What follows belongs to an exercise in optimizing a design on an open flow for small area, a short achievable clock period and few clock cycles; a production flow would make more cautious choices.
No functional check of the RTL was part of any run shown here.
No activity file was given, so power comes from the tool's default toggle rates.

==> flow/design.v <==
module RF(
   input         clk,
   input         rst,
   input         we,         
   input  [31:1] S1, S2,       
   output [31:1] VN,           
   input  [4:0]  A3,
   input  [31:0] WD,
   input         BP1, BP2,     
   input  [31:0] BV,
   output [31:0] RD1, RD2
);
   wire [31:0] q [0:31];
   reg  [31:1] vld;
   assign q[0] = 32'd0;
   genvar g;
   generate
      for (g = 1; g < 32; g = g + 1) begin : r
         reg [31:0] d;
         always @(posedge clk)
            if (we && A3 == g)
               d <= WD;
         always @(posedge clk, posedge rst)
            if (rst)
               vld[g] <= 1'b0;
            else if (we && A3 == g)
               vld[g] <= 1'b1;
         assign q[g] = d;
      end
   endgenerate
   wire [31:0] wdec = 32'd1 << A3;
   assign VN = vld | (wdec[31:1] & {31{we}});
   wire [31:0] sel1 = {S1, BP1};
   wire [31:0] sel2 = {S2, BP2};
   genvar j;
   generate
      for (j = 0; j < 32; j = j + 1) begin : rdb
         wire [31:0] col;
         assign col[0] = BV[j];
         for (g = 1; g < 32; g = g + 1) begin : c
            assign col[g] = q[g][j];
         end
         RF_bit U1 (.s(sel1), .d(col), .o(RD1[j]));
         RF_bit U2 (.s(sel2), .d(col), .o(RD2[j]));
      end
   endgenerate
endmodule
module RF_bit(input [31:0] s, input [31:0] d, output o);
   assign o = |(s & d);
endmodule
module sccpu( clk, rst, instr, readdata, PC, MemWrite, aluout, writedata);
   input         clk;
   input         rst;
   input  [31:0] instr;
   input  [31:0] readdata;
   output [31:0] PC;
   output        MemWrite;
   output [31:0] aluout;
   output [31:0] writedata;
   reg  [31:0] pc_r;
   reg         btb_v;
   reg  [9:0]  btb_tag;       
   reg  [13:0] btb_tl;        
   reg         stall;         
   reg  [31:1] p_s1, p_s2;    
   reg         p_bp1, p_bp2;  
   reg         p_ld1, p_ld2;  
   reg         d_v;           
   reg  [31:0] d_ir;
   reg  [31:0] d_pc4;
   reg         d_btb;         
   reg         e_we, e_ld, e_st, e_br, e_jr;
   reg         e_bne, e_pred;
   reg  [4:0]  e_dst;
   reg  [31:0] e_a, e_b, e_sd;
   reg  [4:0]  e_shamt;
   reg         e_shv;         
   reg         e_fa, e_fb, e_fsd;    
   reg         r_as, r_inv, r_and, r_or, r_nor, r_slt, r_sltu,
               r_sll, r_sh, r_sra, r_pb, r_pa;
   reg         m_we, m_ld, m_st;
   reg  [4:0]  m_dst;
   reg  [31:0] m_res, m_wd;
   reg  [31:0] m_addr;        
   assign PC = pc_r;
   wire [31:0] pc4  = pc_r + 32'd4;
   wire        f_j  = (instr[31:27] == 5'b00001);           
   wire [31:0] f_jt = {pc4[31:28], instr[25:0], 2'b00};
   wire        f_hit = btb_v & (pc4[11:2] == btb_tag);
   wire [31:0] f_bt  = {pc_r[31:14], btb_tl};
   wire [5:0] fop = instr[31:26];
   wire [5:0] ffn = instr[5:0];
   wire f_rtype = (fop == 6'h00);
   wire f_shimm = f_rtype & (ffn == 6'h00 | ffn == 6'h02 | ffn == 6'h03);
   wire f_rdrt  = f_rtype & (ffn == 6'h20 | ffn == 6'h21 | ffn == 6'h22 | ffn == 6'h23 |
                             ffn == 6'h24 | ffn == 6'h25 | ffn == 6'h27 | ffn == 6'h2a |
                             ffn == 6'h2b | ffn == 6'h00 | ffn == 6'h02 | ffn == 6'h03 |
                             ffn == 6'h04 | ffn == 6'h06);
   wire f_br    = (fop == 6'h04) | (fop == 6'h05);
   wire f_uses_rs = (f_rtype & ~f_shimm) | fop == 6'h08 | fop == 6'h0c | fop == 6'h0d |
                    fop == 6'h0a | fop == 6'h23 | fop == 6'h2b | f_br;
   wire f_uses_rt = f_rdrt | fop == 6'h2b | f_br;
   wire [5:0]  op  = d_ir[31:26];
   wire [5:0]  fn  = d_ir[5:0];
   wire [4:0]  rs  = d_ir[25:21];
   wire [4:0]  rt  = d_ir[20:16];
   wire [4:0]  rd  = d_ir[15:11];
   wire [15:0] imm = d_ir[15:0];
   wire rtype  = (op == 6'h00);
   wire f_add  = rtype & (fn == 6'h20 | fn == 6'h21);
   wire f_sub  = rtype & (fn == 6'h22 | fn == 6'h23);
   wire f_and  = rtype & (fn == 6'h24);
   wire f_or   = rtype & (fn == 6'h25);
   wire f_nor  = rtype & (fn == 6'h27);
   wire f_slt  = rtype & (fn == 6'h2a);
   wire f_sltu = rtype & (fn == 6'h2b);
   wire f_sll  = rtype & (fn == 6'h00);
   wire f_srl  = rtype & (fn == 6'h02);
   wire f_sra  = rtype & (fn == 6'h03);
   wire f_sllv = rtype & (fn == 6'h04);
   wire f_srlv = rtype & (fn == 6'h06);
   wire f_jr   = rtype & (fn == 6'h08);
   wire f_jalr = rtype & (fn == 6'h09);
   wire f_pa   = rtype & ~(f_add | f_sub | f_and | f_or | f_nor | f_slt | f_sltu |
                           f_sll | f_srl | f_sra | f_sllv | f_srlv | f_jalr);
   wire i_addi = (op == 6'h08);
   wire i_andi = (op == 6'h0c);
   wire i_ori  = (op == 6'h0d);
   wire i_slti = (op == 6'h0a);
   wire i_lui  = (op == 6'h0f);
   wire i_lw   = (op == 6'h23);
   wire i_sw   = (op == 6'h2b);
   wire i_beq  = (op == 6'h04);
   wire i_bne  = (op == 6'h05);
   wire i_jal  = (op == 6'h03);
   wire use_imm  = i_addi | i_andi | i_ori | i_slti | i_lui | i_lw | i_sw;
   wire use_link = i_jal | f_jalr;
   wire sext     = i_addi | i_slti | i_lw | i_sw;
   wire wr_rt    = i_addi | i_andi | i_ori | i_slti | i_lui | i_lw;
   wire wr_31    = i_jal | f_jalr;
   wire regwr    = rtype | wr_rt | i_jal;
   wire [4:0] dst = wr_31 ? 5'd31 : (wr_rt ? rt : rd);
   wire [31:0] rf1, rf2;
   wire [31:0] wval = m_ld ? readdata : m_res;
   wire [31:1] vn;
   RF U_RF (.clk(clk), .rst(rst), .we(m_we), .S1(p_s1), .S2(p_s2), .VN(vn), .A3(m_dst),
            .WD(wval), .BP1(p_bp1), .BP2(p_bp2), .BV(m_res),
            .RD1(rf1), .RD2(rf2));
   wire [31:0] rsv_r = rf1;
   wire [31:0] rtv_r = rf2;
   wire [31:0] rsv   = p_ld1 ? readdata : rsv_r;
   wire [31:0] rtv   = p_ld2 ? readdata : rtv_r;
   wire [31:0] immx = i_lui ? {imm, 16'd0} :
                      sext  ? {{16{imm[15]}}, imm} : {16'd0, imm};
   wire        d_isbr = i_beq | i_bne;
   wire [31:0] d_bt   = d_pc4 + {{14{imm[15]}}, imm, 2'b00};
   wire        d_bb   = d_isbr & imm[15];         
   wire [31:0] d_alt  = imm[15] ? d_pc4 : d_bt;
   wire        use_rt = ~(use_imm | use_link | d_isbr);
   wire [31:0] bsel   = d_isbr ? d_alt : (use_link ? d_pc4 : immx);
   wire [31:0] bval   = (use_rt & p_ld2) ? readdata : (use_rt ? rtv_r : bsel);
   wire        d_eq;
   EQ32 U_DEQ (.a(rsv_r), .b(rtv_r), .y(d_eq));
   wire [31:0] a  = e_fa  ? m_res : e_a;
   wire [31:0] b  = e_fb  ? m_res : e_b;
   wire [31:0] sd = e_fsd ? m_res : e_sd;
   wire [32:0] s33;
   ADD33 U_ADD (.a(a), .b(b ^ {32{r_inv}}), .ci(r_inv), .s(s33));
   wire        ltu = ~s33[32];
   wire        lts = (a[31] ^ b[31]) ? a[31] : s33[31];
   wire [4:0]  sh  = e_shv ? a[4:0] : e_shamt;
   wire [31:0] brev, srev, shr;
   wire [31:0] shin = r_sll ? brev : b;
   wire [63:0] shx  = {{32{r_sra & b[31]}}, shin} >> sh;
   assign shr = shx[31:0];
   genvar k;
   generate
      for (k = 0; k < 32; k = k + 1) begin : rv
         assign brev[k] = b[31-k];
         assign srev[k] = shr[31-k];
      end
   endgenerate
   wire [31:0] shres = r_sll ? srev : shr;
   wire [31:0] res_o = ({32{r_and}} & (a & b))
                   | ({32{r_or}}  & (a | b))
                   | ({32{r_nor}} & ~(a | b))
                   | ({32{r_sh}}  & shres)
                   | ({32{r_pb}}  & b)
                   | ({32{r_pa}}  & a);
   wire [31:0] res_m;
   MUX32 U_RMUX (.s(r_as), .a(s33[31:0]), .b(res_o), .y(res_m));
   wire [31:0] res = {res_m[31:1], res_m[0] | (r_slt & lts) | (r_sltu & ltu)};
   wire        eq = e_fa ? (e_fsd ? 1'b1 : (m_res == e_sd)) : (e_a == m_res);
   wire        taken    = eq ^ e_bne;
   wire        mispred  = e_br & (taken ^ e_pred);
   wire        e_redir  = mispred | e_jr;
   wire [31:0] e_target = e_jr ? a : e_b;
   assign aluout    = m_addr;
   assign writedata = m_wd;
   assign MemWrite  = m_st;
   wire        d_dep   = e_we & (e_dst == rs | e_dst == rt);
   wire        d_res   = d_isbr & ~d_dep;
   wire        want_bt = d_isbr & (d_res ? (d_eq ^ i_bne) : d_bb);
   wire [31:0] ck_b = {{14{imm[15]}}, imm, 2'b00};
   wire [31:0] ck_k = d_pc4 ^ ck_b ^ pc_r;
   wire [31:0] ck_z = {(d_pc4[30:0] & ck_b[30:0]) | ((d_pc4[30:0] ^ ck_b[30:0]) & ~pc_r[30:0]), 1'b0};
   wire        got_bt  = d_btb & (ck_k == ck_z);
   wire        d_redir = d_v & ~stall & ~e_redir & (want_bt ? ~got_bt : d_btb);
   wire [31:0] d_nx    = want_bt ? d_bt : d_pc4;
   wire        take_j = f_j & ~(e_redir | stall);
   wire [31:0] pc_nd  = e_redir ? e_target :
                        stall   ? pc_r :
                        take_j  ? f_jt :
                        f_hit   ? f_bt : pc4;
   wire [31:0] pc_next;
   MUX32 U_PMUX (.s(d_redir), .a(d_nx), .b(pc_nd), .y(pc_next));
   always @(posedge clk, posedge rst)
      if (rst)
         pc_r <= 32'd0;
      else
         pc_r <= pc_next;
   always @(posedge clk, posedge rst)
      if (rst)
         d_v <= 1'b0;
      else if (!stall)
         d_v <= ~(e_redir | d_redir);
   always @(posedge clk)
      if (!stall) begin
         d_ir  <= instr;
         d_pc4 <= pc4;
         d_btb <= f_hit & ~f_j;
      end
   wire [4:0] nrs = stall ? rs : instr[25:21];
   wire [4:0] nrt = stall ? rt : instr[20:16];
   wire [31:0] oh1 = 32'd1 << nrs;
   wire [31:0] oh2 = 32'd1 << nrt;
   wire        bp1 = e_we & ~e_ld & (e_dst == nrs);
   wire        bp2 = e_we & ~e_ld & (e_dst == nrt);
   always @(posedge clk) begin
      p_s1  <= oh1[31:1] & vn & {31{~bp1}};
      p_s2  <= oh2[31:1] & vn & {31{~bp2}};
      p_bp1 <= bp1;
      p_bp2 <= bp2;
      p_ld1 <= e_ld & (e_dst == nrs);
      p_ld2 <= e_ld & (e_dst == nrt);
      end
   wire go = d_v & ~stall & ~e_redir;      
   wire next_br_ld = stall ? (d_isbr & (rs == e_dst | rt == e_dst)) :
                     (~e_redir & ~d_redir & f_br &
                      (instr[25:21] == e_dst | instr[20:16] == e_dst));
   always @(posedge clk, posedge rst)
      if (rst)
         stall <= 1'b0;
      else
         stall <= (go & i_lw & (rt != 5'd0) &
                   ((f_uses_rs & instr[25:21] == rt) | (f_uses_rt & instr[20:16] == rt))) |
                  (e_ld & next_br_ld);
   always @(posedge clk, posedge rst)
      if (rst) begin
         e_we <= 1'b0; e_ld <= 1'b0; e_st <= 1'b0; e_br <= 1'b0; e_jr <= 1'b0;
      end else begin
         e_we <= go & regwr & (dst != 5'd0);
         e_ld <= go & i_lw & (rt != 5'd0);
         e_st <= go & i_sw;
         e_br <= go & d_isbr & ~d_res;
         e_jr <= go & (f_jr | f_jalr);
      end
   always @(posedge clk) begin
      e_dst   <= dst;
      e_bne   <= i_bne;
      e_pred  <= imm[15];
      e_a     <= rsv;
      e_b     <= bval;
      e_sd    <= rtv;
      e_shamt <= d_ir[10:6];
      e_shv   <= f_sllv | f_srlv;
      e_fa    <= e_we & (e_dst == rs);
      e_fb    <= e_we & (e_dst == rt) & use_rt;
      e_fsd   <= e_we & (e_dst == rt);
      r_as    <= f_add | i_addi | i_lw | i_sw | f_sub;
      r_inv   <= f_sub | f_slt | i_slti | f_sltu;
      r_and   <= f_and | i_andi;
      r_or    <= f_or | i_ori;
      r_nor   <= f_nor;
      r_slt   <= f_slt | i_slti;
      r_sltu  <= f_sltu;
      r_sll   <= f_sll | f_sllv;
      r_sh    <= f_sll | f_sllv | f_srl | f_srlv | f_sra;
      r_sra   <= f_sra;
      r_pb    <= i_lui | use_link;
      r_pa    <= f_pa;
   end
   always @(posedge clk, posedge rst)
      if (rst) begin
         m_we <= 1'b0; m_ld <= 1'b0; m_st <= 1'b0;
      end else begin
         m_we <= e_we;
         m_ld <= e_ld;
         m_st <= e_st;
      end
   always @(posedge clk) begin
      m_dst <= e_dst;
      m_res <= res;
      m_addr <= s33[31:0];
      m_wd  <= sd;
   end
   wire btb_we = d_v & ~stall & d_bb;
   always @(posedge clk, posedge rst)
      if (rst)
         btb_v <= 1'b0;
      else if (btb_we)
         btb_v <= 1'b1;
   always @(posedge clk)
      if (btb_we) begin
         btb_tag <= d_pc4[11:2];
         btb_tl  <= d_bt[13:0];
      end
endmodule
module MUX32(input s, input [31:0] a, input [31:0] b, output [31:0] y);
   assign y = s ? a : b;
endmodule
module ADD33(input [31:0] a, input [31:0] b, input ci, output [32:0] s);
   assign s = {1'b0, a} + {1'b0, b} + {32'd0, ci};
endmodule
module EQ32(input [31:0] a, input [31:0] b, output y);
   assign y = (a == b);
endmodule
==> flow/flow/run.sh <==
#!/bin/bash
# Own layout flow: the standard flow (standard.sh), with the standard
# synthesis run first and on its own. For the layout steps it changes only
# how timing is repaired:
#  - timing repair aims for a setup slack of MARGIN ns at the design's clock
#    period, so the layout is optimised for a shorter period than 15 ns;
#  - every port still gets a buffer, but a plain buffer rather than the delay
#    cell buffer_ports picks by default;
#  - gate sizing may use any cell of the same function, not only cells of the
#    same footprint.
set -euo pipefail
MARGIN=10.7
bash standard.sh synth > synth.log 2>&1
bash standard.sh SETUP_SLACK_MARGIN=$MARGIN MATCH_CELL_FOOTPRINT=0 \
   "BUFFER_PORTS_ARGS=-buffer_cell sky130_fd_sc_hd__buf_4" finish > layout.log 2>&1
==> flow/standard.sh <==
#!/bin/bash
# synth_recipe.tcl (not shown) runs the flow's synth.tcl, then flattens the netlist and writes it again
# the make line also repeats each setting of config.mk as NAME=value (left out here)
make -C /OpenROAD-flow-scripts/flow DESIGN_CONFIG=/design/flow/config.mk WORK_HOME=/design/flow/orfs CLKGATE_MAP_FILE= SYNTH_SCRIPT=/design/flow/synth_recipe.tcl "${@:-finish}"
==> flow/config.mk <==
export PLATFORM = sky130hd
export DESIGN_NAME = sccpu
export DESIGN_NICKNAME = sccpu
export VERILOG_FILES = /design/flow/design.v
export SDC_FILE = /design/flow/constraint.sdc
export NUM_CORES = 8
export LEC_CHECK = 0
export CAP_MARGIN = 20
export CORE_MARGIN = 2
export CORE_UTILIZATION = 55
export CTS_CLUSTER_DIAMETER = 80
export CTS_CLUSTER_SIZE = 24
export SLEW_MARGIN = 20
export SYNTH_HIERARCHICAL = 1
export TNS_END_PERCENT = 0
==> flow/constraint.sdc <==
create_clock -name core_clock -period 15.0 [get_ports {clk}]
set_input_delay 3.0000 -clock core_clock [delete_from_list [all_inputs] [get_ports {clk}]]
set_output_delay 3.0000 -clock core_clock [all_outputs]
set_load 0.01 [all_outputs]
==> reports/results.txt, run 1 <==
CP required -> 15.64 ns
Synth Flop Type -> edfxtp_1
Final setup vio count -> 0
EDFF count, synth -> 1081
Via-to-Cell Ratio -> 7.50
Worst Setup Slack, final -> 10.38 ns
CP max stage cell -> or4_4
Status -> complete, no violations
Crit path buf inv count -> 3
Synth Area in Adders -> 2.06%
RSZ-0062 raised after global routing -> true
Mapped Nets -> 5810
Initial DRC Count -> 9707
Unique cell type count in the Yosys netlist -> 115
Hold path startpoint -> e_st
Cell count of the worst reg-to-reg path -> 16
Clock transition at the registers of the reported paths -> 0.10 ns
Starting Density -> 55.4%
Crit path max-delay family -> simple AND/OR/NAND/NOR gates
Global-route wire length before repair -> 404000 um
Largest net degree at the start of global routing -> 60
Crit path DAT -> 5.26 ns
Post-DP HPWL -> 200000 um
Mux contribution to synthesized area -> 6.57%
Largest family of logic cells by synthesized area -> compound AO/OA/AOI/OAI gates
Core ar. -> 128000 um^2
H-Tree Level Count -> 3
Routed WL -> 294000 um
Crit path max fanout -> 32
Area Growth Syn to Fin -> 12.0%
Post-Synth Simple-Gate Area -> 9.56%
Port Buffers -> 162
Synth Area in Compound Gates -> 19.3%
Post-synth top area cell -> edfxtp_1
GRT Util Overall -> 43.3%
Cell row count -> 131
Fin. Hold Viols -> 0
Asr flop ratio synth -> 5.12%
Place WS -> 9.11 ns
Top cell type's share of synthesized area -> 45.9%
Post-route ant nets -> 0
# fillers -> 10000
Reg2Reg Setup Slack -> 10.38 ns
DR vias -> 57300
Most common cell in the synthesized netlist -> edfxtp_1
Drc violations -> 0
Max Clock Skew -> 0.0508 ns
Skew-Pair Late Insertion Delay -> 0.77 ns
Worst r2r src -> p_s2[17]
Register area share after synthesis -> 56.8%
TritonCTS clock tree -> yes
Xor/xnor share of the synthesized area -> 3.69%
Critical path class -> flip-flop to flip-flop
Leakage power -> 0.0279 uW
Final worst path period share -> 30.8%
Average routed wire per standard cell -> 38.5 um
IR drop worst, VDD -> 97.2 uV
Gr ovfl total -> 0
Share of cells above drive strength 1 -> 17.5%
Post-route minimum period -> 4.62 ns
CP Launch Type -> flip-flop
Hold path cells -> 0
Synthesis warning total -> 8
Area contributors post-synth -> edfxtp_1 46%, a22oi_1 10%, dfxtp_1 8.2%, mux2_2 2.9%, nand4_1 2.7%
Root Buffer -> clkbuf_16
TritonRoute pass-1 iters -> 10
Commonest cells post-synth -> 1081 x edfxtp_1, 969 x a22oi_1, 302 x nand2_1
Slew at the pin closest to its max-slew limit -> 1.20 ns
Crit path cell chain -> buf_6 -> a22oi_2 -> nand4_1 -> or4_4 -> xor2_2 -> nor4_4 -> nand4_1 -> nor2_2 -> xnor2_1 -> nor2_2 -> mux2_4 -> mux2i_4 -> nor2b_4 -> buf_12 -> buf_6 -> mux2_4
Gpl congestion -> 1.09
CP peak stage delay -> 0.67 ns
Height of the die -> 362 um
Chip Width -> 362 um
Fmax -> 216 MHz
RR Endpoint -> pc_r[28]
MaxCap Viol Count -> 0
IO Pins -> 163
Synthesized instance count -> 5647
#FFs+latches synth -> 1446
Min-delay worst type -> flip-flop to flip-flop
Slew HR -> 19.7%
Clk sink count -> 1446
Sink of the worst hold path -> m_st
Max Transition Viols Final -> 0
CTS Buf Count -> 85
Nets -> 6072
Pwr dens -> 129 nW/um^2
Mapped Avg Cell Area -> 12.5 um^2
Vias in the first global route -> 53000
Die ar. -> 131000 um^2
Clock tree buffer depth -> 3
Worst Setup End Kind -> flip-flop
Initial antenna violation count -> 22
Cell Area, Synth -> 70700 um^2
Setup TNS -> 0 ns
-- per-module statistics from Yosys (local to each module, per instance) --
module,flip-flops and latches,cells inside
RF,1023,1149
sccpu,423,2780
ADD33,0,259
MUX32,0,36
EQ32,0,43
RF_bit,0,21
-- repair_timing --
item | CTS | global route
pin swaps | 12 | 40
gates resized for setup | 104 | 180
gates cloned | 9 | 7
setup endpoints to repair | 131 | 133
buffers inserted | 9 | 17
hold buffers | 0 | 0
hold endpoints to repair | 0 | 0
-- worst max path at each step --
stage / start / end / slack, ns / cells past startpoint
after global routing: m_res[25] / pc_r[29] / 10.41 / 15
final: p_s2[17] / pc_r[28] / 10.38 / 16
after global placement: p_bp1 / pc_r[31] / 9.26 / 15
after floorplan: instr[28] / pc_r[28] / 10.25 / 8
after CTS: pc_r[11] / PC[11] / 10.46 / 1
after detailed placement: p_bp1 / pc_r[29] / 9.11 / 15
-- where the power goes --
part           internal [uW]  switching, uW
Clock                   1150           1500
Combinational            915           1600
Sequential              4700            376
Total                   6760           3480
-- cell families after synthesis --
family | count (synthesis)
AO/OA/AOI/OAI | 1824
flip-flops | 1446
AND/OR/NAND/NOR | 1282
multiplexers | 380
buffers and inverters | 325
XOR/XNOR | 293
adder cells (fa/ha/maj) | 97
-- sequential cells by signal, summed over array words and instances (netlist names), 14 cells and up --
name	flops
pc_r	32
U_RF.r.d	992
m_res	32
d_pc4	32
U_RF.vld	31
e_b	32
m_addr	32
e_a	32
e_sd	32
p_s1	31
m_wd	32
btb_tl	14
p_s2	31
d_ir	32
-- stage by stage --
step,util (%),hold WS (ns),instance area [um^2],instances,total power [uW]
floorplan,-,0.329,70700,5647,6440
global placement,58.6,0.346,74700,7441,7490
detailed placement,58.6,0.346,74700,7441,7510
CTS,61.3,0.366,78200,7607,10100
global route,62.1,0.373,79200,7632,10500
finish,62.1,0.361,79200,7641,10200
-- placed cells by master (no fill, tap or decap), types with 21 or more instances in the layout --
cell type | netlist | routed
clkbuf_16 | 0 | 100
a22o_1 | 21 | 21
a22oi_2 | 64 | 81
buf_6 | 10 | 30
buf_4 | 10 | 302
fa_1 | 32 | 32
and3_1 | 84 | 84
or4_1 | 66 | 38
mux2i_1 | 110 | 103
nand3_1 | 59 | 59
o22ai_1 | 22 | 22
a31oi_1 | 27 | 26
o32ai_1 | 30 | 30
nor2_4 | 0 | 32
nand4_1 | 301 | 301
buf_12 | 6 | 32
nor4_1 | 44 | 34
o211ai_1 | 31 | 31
mux2_4 | 61 | 64
inv_1 | 104 | 102
a211oi_1 | 40 | 40
nand2_1 | 302 | 302
a22oi_1 | 969 | 952
nor3_1 | 61 | 60
or4_4 | 0 | 28
dfxtp_1 | 291 | 272
o21bai_1 | 64 | 64
nor2_1 | 238 | 202
edfxtp_1 | 1081 | 1081
dfrtp_1 | 74 | 63
mux4_2 | 23 | 23
mux2_2 | 184 | 182
xnor2_1 | 143 | 143
o21ai_0 | 108 | 107
xor2_1 | 147 | 143
a21oi_1 | 179 | 178
a21o_1 | 34 | 34
ha_1 | 65 | 65
-- per-layer routing --
layer	part of all wire [%]	GRT usage (%)	up-vias
li1	-	-	23400
met4	8.1	26.5	14
met2	43	65.0	4776
met1	35	56.8	28100
met5	0.034	0.148	-
met3	13	10.9	1005
-- cell type report --
class | count | area [um^2] | area share, %
Antenna cell | 9 | 22.5 | 0.0284
Clock buffer | 107 | 2260 | 2.86
Clock inverter | 41 | 596 | 0.752
Inverter | 108 | 407 | 0.514
Multi-Input combinational cell | 3877 | 29800 | 37.7
Sequential cell | 1446 | 40200 | 50.8
Tap cell | 1662 | 2080 | 2.63
Timing Repair Buffer | 391 | 3780 | 4.78
==> run 2: changes to the inputs <==
--- a/flow/design.v
+++ b/flow/design.v
@@ -161,4 +161,3 @@
    wire [31:0] bval   = (use_rt & p_ld2) ? readdata : (use_rt ? rtv_r : bsel);
-   wire        d_eq;
-   EQ32 U_DEQ (.a(rsv_r), .b(rtv_r), .y(d_eq));
+   wire        d_eq   = (rsv_r == rtv_r);
    wire [31:0] a  = e_fa  ? m_res : e_a;
@@ -207,4 +206,6 @@
    wire        got_bt  = d_btb & (ck_k == ck_z);
-   wire        d_redir = d_v & ~stall & ~e_redir & (want_bt ? ~got_bt : d_btb);
-   wire [31:0] d_nx    = want_bt ? d_bt : d_pc4;
+   wire        d_ok    = d_v & ~stall & ~e_redir;
+   wire        sel_bt  = d_ok & want_bt & ~got_bt;     
+   wire        sel_p4  = d_ok & ~want_bt & d_btb;      
+   wire        d_redir = sel_bt | sel_p4;
    wire        take_j = f_j & ~(e_redir | stall);
@@ -214,4 +215,4 @@
                         f_hit   ? f_bt : pc4;
-   wire [31:0] pc_next;
-   MUX32 U_PMUX (.s(d_redir), .a(d_nx), .b(pc_nd), .y(pc_next));
+   wire [31:0] pc_next = ({32{sel_bt}} & d_bt) | ({32{sel_p4}} & d_pc4) |
+                         ({32{~d_redir}} & pc_nd);
    always @(posedge clk, posedge rst)
@@ -324,4 +325 @@
 endmodule
-module EQ32(input [31:0] a, input [31:0] b, output y);
-   assign y = (a == b);
-endmodule
==> reports/results.txt, run 2 <==
MaxCap Viol Count -> 0 (unchanged)
# fillers -> 9992 (was 10000)
Cell row count -> 130 (was 131)
Crit path max fanout -> 31 (was 32)
Pwr dens -> 131 nW/um^2 (was 129 nW/um^2)
Core ar. -> 126000 um^2 (was 128000 um^2)
Mapped Nets -> 5650 (was 5810)
Hold path cells -> 0 (unchanged)
Worst r2r src -> p_s1[27] (was p_s2[17])
Design area -> 77200 um^2 (was 79200 um^2)
Combinational power share -> 25.1% (was 24.6%)
Gpl congestion -> 1.03 (was 1.09)
Reg2Reg Setup Slack -> 10.50 ns (was 10.38 ns)
Post-Place Cells -> 7272 (was 7441)
Sequential Power Share -> 50.4% (was 49.5%)
RR Endpoint -> pc_r[31] (was pc_r[28])
Most common cell in the synthesized netlist -> edfxtp_1 (unchanged)
Placed Area -> 73600 um^2 (was 74700 um^2)
Area Growth Syn to Fin -> 11.0% (was 12.0%)
IR drop worst, VDD -> 97.9 uV (was 97.2 uV)
Synthesized instance count -> 5487 (was 5647)
Synthesis warning total -> 8 (unchanged)
Max Transition Viols Final -> 0 (unchanged)
Top cell type's share of synthesized area -> 46.7% (was 45.9%)
Commonest non-fill, non-tap cells in the layout -> 1081 x edfxtp_1, 970 x a22oi_1, 301 x buf_4 (was 1081 x edfxtp_1, 952 x a22oi_1, 302 x nand2_1, 302 x buf_4, 301 x nand4_1)
Crit path cell chain -> buf_4 -> a22oi_2 -> nand4_1 -> or4_4 -> xor2_4 -> nor4_4 -> nand2_2 -> or4_4 -> and3_4 -> nand2b_4 -> a21oi_4 -> buf_12 -> a211oi_1 -> or4_1 (was buf_6 -> a22oi_2 -> nand4_1 -> or4_4 -> xor2_2 -> nor4_4 -> nand4_1 -> nor2_2 -> xnor2_1 -> nor2_2 -> mux2_4 -> mux2i_4 -> nor2b_4 -> buf_12 -> buf_6 -> mux2_4)
Vias in the first global route -> 51100 (was 53000)
Post-DP HPWL -> 187000 um (was 200000 um)
Final worst path period share -> 30.0% (was 30.8%)
Sw frac -> 33.6% (was 34.0%)
Asr flop ratio synth -> 5.12% (unchanged)
Skew-Pair Late Insertion Delay -> 0.75 ns (was 0.77 ns)
IO Pins -> 163 (unchanged)
Fin. Hold Viols -> 0 (unchanged)
Height of the die -> 360 um (was 362 um)
Hold path startpoint -> e_st (unchanged)
Internal -> 6720 uW (was 6760 uW)
Clock tree buffer depth -> 3 (unchanged)
CTS hold repair buffers -> 0 (unchanged)
NetSw -> 3390 uW (was 3480 uW)
Most common cell on crit path -> or4_4
Root Buffer -> clkbuf_16 (unchanged)
Sink of the worst hold path -> m_st (unchanged)
Via-to-Cell Ratio -> 7.43 (was 7.50)
Fmax -> 222 MHz (was 216 MHz)
Worst Setup End Kind -> flip-flop (unchanged)
CP peak stage delay -> 0.61 ns (was 0.67 ns)
RSZ-0062 raised after global routing -> true (unchanged)
Post-route minimum period -> 4.50 ns (was 4.62 ns)
Initial antenna violation count -> 16 (was 22)
Crit path DAT -> 5.09 ns (was 5.26 ns)
Unique cell type count in the Yosys netlist -> 110 (was 115)
Critical path class -> flip-flop to flip-flop (unchanged)
Clock transition at the registers of the reported paths -> 0.10 ns (about the same)
Slew at the pin closest to its max-slew limit -> 1.30 ns (was 1.20 ns)
TritonRoute pass-1 iters -> 8 (was 10)
CP startpoint -> p_s1[27] (was p_s2[17])
Setup TNS -> 0 ns (unchanged)
Port Buffers -> 162 (unchanged)
GRT Util Overall -> 41.3% (was 43.3%)
#FFs+latches synth -> 1446 (unchanged)
Hold_ws -> 0.371 ns (was 0.361 ns)
H-Tree Level Count -> 3 (unchanged)
Post-route ant nets -> 0 (unchanged)
Synth Flop Type -> edfxtp_1 (unchanged)
Status -> complete, no violations (unchanged)
Gr ovfl total -> 0 (unchanged)
Area contributors post-synth -> edfxtp_1 47%, a22oi_1 11%, dfxtp_1 8.4%, mux2_2 2.9%, nand4_1 2.7% (was edfxtp_1 46%, a22oi_1 10%, dfxtp_1 8.2%, mux2_2 2.9%, nand4_1 2.7%)
Commonest non-fill, non-tap cell in the layout -> edfxtp_1 (unchanged)
Biggest register -> U_RF.r.d (unchanged)
Largest net degree at the start of global routing -> 60 (unchanged)
Register area share after synthesis -> 57.7% (was 56.8%)
CP max stage cell -> or4_4 (unchanged)
Nets -> 5895 (was 6072)
Post-synth top area cell -> edfxtp_1 (unchanged)
Cell count of the worst reg-to-reg path -> 14 (was 16)
CP Launch Type -> flip-flop (unchanged)
Clk sink count -> 1446 (unchanged)
Commonest cells post-synth -> 1081 x edfxtp_1, 981 x a22oi_1, 298 x nand4_1 (was 1081 x edfxtp_1, 969 x a22oi_1, 302 x nand2_1)
Routed WL -> 278000 um (was 294000 um)
CP required -> 15.59 ns (was 15.64 ns)
Drc violations -> 0 (unchanged)
Cell Area, Synth -> 69500 um^2 (was 70700 um^2)
Starting Density -> 55.4% (about the same)
DR vias -> 55300 (was 57300)
Initial DRC Count -> 8878 (was 9707)
Largest register FFs -> 992 (unchanged)
Average routed wire per standard cell -> 37.3 um (was 38.5 um)
Mapped Avg Cell Area -> 12.7 um^2 (was 12.5 um^2)
Slew HR -> 12.3% (was 19.7%)
Leakage power -> 0.0269 uW (was 0.0279 uW)
EDFF count, synth -> 1081 (unchanged)
Chip Width -> 360 um (was 362 um)
Finished Layout Cells -> 7443 (was 7641)
Final setup vio count -> 0 (unchanged)
Global-route wire length before repair -> 383000 um (was 404000 um)
Die ar. -> 129000 um^2 (was 131000 um^2)
Clk pwr share -> 24.4% (was 25.9%)
CTS Buf Count -> 78 (was 85)
Max Clock Skew -> 0.0404 ns (was 0.0508 ns)
Min-delay worst type -> flip-flop to flip-flop (unchanged)
TritonCTS clock tree -> yes (unchanged)
Share of cells above drive strength 1 -> 16.8% (was 17.5%)
## run 2: cell count changes in the layout (fill, tap and decap cells not counted), moves of 21 or more
cell,delta
buf_12,-21
nand2_1,-102
xnor2_1,+41
xor2_1,-33
nor2_1,+30
a21o_1,+31
mux2_4,-34
## run 2: worst max-delay path by stage
stage,to,slack (ns),depth (start not counted)
2_1_floorplan,p_s2[16],10.64,9
3_3_place_gp,pc_r[31],9.65,14
3_5_place_dp,pc_r[31],9.63,14
4_1_cts,PC[2],10.57,1
5_1_grt,pc_r[31],10.49,14
6_report,pc_r[31],10.50,14
## run 2: Yosys stat by module, one instance, submodules excluded
module | copies in the design | cell area [um^2] | flip-flops and latches | cells
RF_bit | 64 | 158 | 0 | 21
ADD33 | 1 | 1850 | 0 | 259
RF | 1 | 31400 | 1023 | 1149
sccpu | 1 | 25700 | 423 | 2699
MUX32 | 1 | 544 | 0 | 36
## run 2: power groups by stage
stage	Clock, uW	Sequential (uW)	Combinational, uW
finish	2470	5100	2540
global route	2600	5100	2660
CTS	2480	5080	2440
detailed placement	0	5180	2370
global placement	0	5180	2350
floorplan	0	5020	1460
## run 2: cells by family (layout without fill, tap and decap cells)
| kind of cell | after synthesis | in the layout | share of synthesized area, % |
|---|---|---|---|
| AOI/OAI and AO/OA | 1808 | 1808 | 19.3 |
| xor gates and xnor gates | 298 | 298 | 3.79 |
| adders and majority gates | 97 | 97 | 2.09 |
| buffers and inverters | 302 | 597 | 1.84 |
| DFF | 1446 | 1446 | 57.7 |
| muxes | 344 | 344 | 6.09 |
| other | 0 | 11 | 0 |
| and+or+nand+nor | 1192 | 1192 | 9.13 |
## run 2: layout make-up
type | count | area [um^2] | area share (%)
inverter | 101 | 380 | 0.493
tap | 1650 | 2060 | 2.68
antenna | 11 | 27.5 | 0.0357
timing repair buffer | 366 | 3240 | 4.19
multi-input combinational | 3739 | 28800 | 37.3
clock inverter | 28 | 394 | 0.511
clock buffer | 102 | 2100 | 2.72
sequential | 1446 | 40200 | 52.1
## run 2: repair_timing
| action | in CTS | in global routing |
|---|---|---|
| setup endpoints to repair | 106 | 128 |
| setup buffers | 12 | 10 |
| pin swaps | 23 | 26 |
| cloned | 1 | 7 |
| resized for setup | 130 | 78 |
## run 2: through the flow
step                      power (uW)  util, %  worst slack [ns]
after global placement          7530     58.6              9.65
after global routing           10400     61.4             10.49
after CTS                      10000     61.0             10.57
final                          10100     61.5             10.50
after detailed placement        7540     58.6              9.63
after floorplan                 6470        -             10.64
## run 2: worst max-delay path: cells and delay by family (launching register included)
family                    cells  cell delay, ns
and+or+nand+nor               8            2.82
AOI/OAI and AO/OA             3            0.48
buffers and inverters         2            0.44
DFF                           1            0.33
xor gates and xnor gates      1            0.21
## run 2: layer usage
metal  GRT usage (%)  up-vias  share of wire [%]
li1                -    22800                  -
met1            54.2    27400                 36
met2            64.0     4224                 45
met3            9.74      858                 12
met4            21.5        8                7.0
met5               0        -              0.015

separate check: timing with driven ports:
No port has a modelled driver above. Below, the same layouts with a new extraction and two added sets of constraints.
Step 1 sets driving cells, clkbuf_16 on the clock port and buf_2 on the other inputs (assumed; they add their load-dependent delay and slew).
Step 2 adds t to the input delays and takes it off the output delays; t is the mean of the earliest and latest rising clock arrival at the registers after step 1. Input paths then give back, and output paths get back, about the clock's delay inside the block.
Slacks: ideal / step 1 / step 2; pairs: ideal / step 1.
run | shift t [ns] | slack for setup (ns) | clock arrival spread, ns | cell pins on the clock port's net
run 1 | 0.826 | 10.380 / 10.380 / 9.712 | 0.051 / 0.051 | 1
run 2 | 0.810 | 10.498 / 10.498 / 9.848 | 0.040 / 0.041 | 1
After both steps setup and hold are still met in every run listed. The setup slack of run 1, which loses most, moves by 0.000 ns with the drivers and by -0.668 ns with both steps.
